This design comes from an exercise in tuning for small area on the open sky130 flow, not from production work.

== the baseline ==
// Cordic
module Cordic(
	input clk,
	input [12:0] x_0,
	input [12:0] y_0,
	input [12:0] z_0,
	output [12:0] x_N,
	output [12:0] y_N,
	output [12:0] z_N
);
==> flow/config.mk <==
export PLATFORM = sky130hd
export DESIGN_NAME = Cordic
export DESIGN_NICKNAME = Cordic
export VERILOG_FILES = /design/flow/design.v
export SDC_FILE = /design/flow/constraint.sdc
export NUM_CORES = 4
export LEC_CHECK = 0
export CAP_MARGIN = 20
export CORE_MARGIN = 2
export CORE_UTILIZATION = 40
export CTS_BUF_LIST = sky130_fd_sc_hd__clkbuf_8
export CTS_CLUSTER_DIAMETER = 100
export CTS_CLUSTER_SIZE = 18
export GPL_TIMING_DRIVEN = 0
export SLEW_MARGIN = 20
==> flow/constraint.sdc <==
create_clock -name core_clock -period 3.2 [get_ports {clk}]
set_input_delay 0.6400 -clock core_clock [delete_from_list [all_inputs] [get_ports {clk}]]
set_output_delay 0.6400 -clock core_clock [all_outputs]
set_load 0.01 [all_outputs]
standard.sh (not shown) runs the stock make flow with config.mk's settings and CLKGATE_MAP_FILE= SYNTH_SCRIPT=/design/flow/synth_recipe.tcl, a recipe that flattens the netlist after the stock synthesis.
==> flow/flow/run.sh <==
#!/bin/bash
# Standard layout, but the port buffers that placement inserts use the smallest buffer cell.
set -euo pipefail
export BUFFER_PORTS_ARGS="-buffer_cell sky130_fd_sc_hd__buf_1"
bash standard.sh > standard.log 2>&1
The inputs of the candidate differ from those of the baseline as listed below.
--- a/flow/design.v
+++ b/flow/design.v
@@ -33,36 +33,40 @@
 	input [12:0] z_0,
 	output [12:0] x_N,
 	output [12:0] y_N,
 	output [12:0] z_N
 );
 	wire [12:0] xs0 = x_0, ys0 = y_0;
 	wire [12:0] zs0 = z_0;
 	wire d0 = zs0[12];   
 	wire signed [12:0] xss0 = xs0, yss0 = ys0;
 	wire [12:0] xsh0 = xss0 >>> 0, ysh0 = yss0 >>> 0;
 	wire [12:0] bx0 = ysh0 ^ {13{~d0}}, by0 = xsh0 ^ {13{d0}};
 	wire [12:0] xn0, yn0;
-	wire cx0_4;
-	CordicMachine #(.N(4), .FIRST(1)) ax0_0 (.a(xs0[3:0]), .b(bx0[3:0]), .ci(~d0), .s(xn0[3:0]), .co(cx0_4));
-	wire cx0_8;
-	CordicMachine #(.N(4), .FIRST(0)) ax0_1 (.a(xs0[7:4]), .b(bx0[7:4]), .ci(cx0_4), .s(xn0[7:4]), .co(cx0_8));
+	wire cx0_3;
+	CordicMachine #(.N(3), .FIRST(1)) ax0_0 (.a(xs0[2:0]), .b(bx0[2:0]), .ci(~d0), .s(xn0[2:0]), .co(cx0_3));
+	wire cx0_6;
+	CordicMachine #(.N(3), .FIRST(0)) ax0_1 (.a(xs0[5:3]), .b(bx0[5:3]), .ci(cx0_3), .s(xn0[5:3]), .co(cx0_6));
+	wire cx0_9;
+	CordicMachine #(.N(3), .FIRST(0)) ax0_2 (.a(xs0[8:6]), .b(bx0[8:6]), .ci(cx0_6), .s(xn0[8:6]), .co(cx0_9));
 	wire cx0_13;
-	CordicMachine #(.N(5), .FIRST(0)) ax0_2 (.a(xs0[12:8]), .b(bx0[12:8]), .ci(cx0_8), .s(xn0[12:8]), .co(cx0_13));
-	wire cy0_4;
-	CordicMachine #(.N(4), .FIRST(1)) ay0_0 (.a(ys0[3:0]), .b(by0[3:0]), .ci(d0), .s(yn0[3:0]), .co(cy0_4));
-	wire cy0_8;
-	CordicMachine #(.N(4), .FIRST(0)) ay0_1 (.a(ys0[7:4]), .b(by0[7:4]), .ci(cy0_4), .s(yn0[7:4]), .co(cy0_8));
+	CordicMachine #(.N(4), .FIRST(0)) ax0_3 (.a(xs0[12:9]), .b(bx0[12:9]), .ci(cx0_9), .s(xn0[12:9]), .co(cx0_13));
+	wire cy0_3;
+	CordicMachine #(.N(3), .FIRST(1)) ay0_0 (.a(ys0[2:0]), .b(by0[2:0]), .ci(d0), .s(yn0[2:0]), .co(cy0_3));
+	wire cy0_6;
+	CordicMachine #(.N(3), .FIRST(0)) ay0_1 (.a(ys0[5:3]), .b(by0[5:3]), .ci(cy0_3), .s(yn0[5:3]), .co(cy0_6));
+	wire cy0_9;
+	CordicMachine #(.N(3), .FIRST(0)) ay0_2 (.a(ys0[8:6]), .b(by0[8:6]), .ci(cy0_6), .s(yn0[8:6]), .co(cy0_9));
 	wire cy0_13;
-	CordicMachine #(.N(5), .FIRST(0)) ay0_2 (.a(ys0[12:8]), .b(by0[12:8]), .ci(cy0_8), .s(yn0[12:8]), .co(cy0_13));
+	CordicMachine #(.N(4), .FIRST(0)) ay0_3 (.a(ys0[12:9]), .b(by0[12:9]), .ci(cy0_9), .s(yn0[12:9]), .co(cy0_13));
 	wire [12:0] zf0;
 	wire [12:0] za0 = {~d0, d0, ~d0, d0, d0, ~d0, 1'b1, 1'b0, 1'b0, 1'b0, 1'b0, 1'b0, 1'b0};   
 	assign zf0[5:0] = zs0[5:0];
 	wire cz0_11;
 	CordicMachine #(.N(5), .FIRST(1)) az0_0 (.a(zs0[10:6]), .b(za0[10:6]), .ci(1'b0), .s(zf0[10:6]), .co(cz0_11));
 	wire cz0_13;
 	CordicMachine #(.N(2), .FIRST(0)) az0_1 (.a(zs0[12:11]), .b(za0[12:11]), .ci(cz0_11), .s(zf0[12:11]), .co(cz0_13));
 	reg [12:0] xr1; reg [12:1] yr1; reg [12:0] zr1;
 	always @(posedge clk) begin xr1 <= xn0; yr1 <= yn0[12:1]; zr1 <= zf0[12:0]; end
 	wire [12:0] xs1 = xr1, ys1 = {yr1, xr1[0]};   
 	wire [12:0] zs1 = zr1;
 	wire d1 = zs1[12];   
--- outcome ---
- Summary of the candidate over the baseline: fmax now sits at about the same level; clock-cell share of area now sits at about the same level.
- Number of unique standard cell types used by synthesis, the baseline and the candidate: higher on the candidate
- The initial standard-cell utilization of the core on the baseline is in line with that on the candidate.
- [the candidate vs the baseline] number of buffers inserted to repair setup after CTS: higher in the candidate
- Between the candidate and the baseline, the cell area after layout does not differ in any meaningful way.
- The baseline -> the candidate: number of instances in the synthesized netlist flat
- ~same wire length in the baseline and the candidate
- The candidate ended up with xr2[8] as its capture point of the worst path; the baseline ended up with xr5[9].
- Between the candidate and the baseline, the setup slack does not differ in any meaningful way.
- When the final numbers for the baseline and the candidate were put side by side, the final clock skew turned out to be smaller in the candidate.
No run of this note included a check of the RTL's function; only the layout flow was run.

## re-timing with driven ports
In the flow no input, the clock included, has a driving cell. The finished layouts below were timed again as built, in two steps. Step 1: set_driving_cell puts a clkbuf_16 on clk and a buf_2 on each other input, an assumption about the parent block. Step 2 adds t to the input delays and takes it off the output delays; t is the mean of the earliest and latest rising clock arrival at the registers after step 1. Input paths then give back, and output paths get back, about the clock's delay inside the block. a / b / c = no drivers / after step 1 / after step 2; a / b = the first two.
| run | t, ns | slack for setup (ns) | clock arrival spread, ns |
|---|---|---|---|
| the baseline | 0.625 | 0.136 / 0.136 / -0.440 | 0.041 / 0.041 |
| the candidate | 0.627 | 0.139 / 0.139 / -0.359 | 0.032 / 0.033 |
Met with ideal ports but missed after step 2: setup timing in the baseline and the candidate. For the baseline, which loses most, drivers alone change the setup slack by 0.000 ns; drivers and shift together by -0.576 ns.
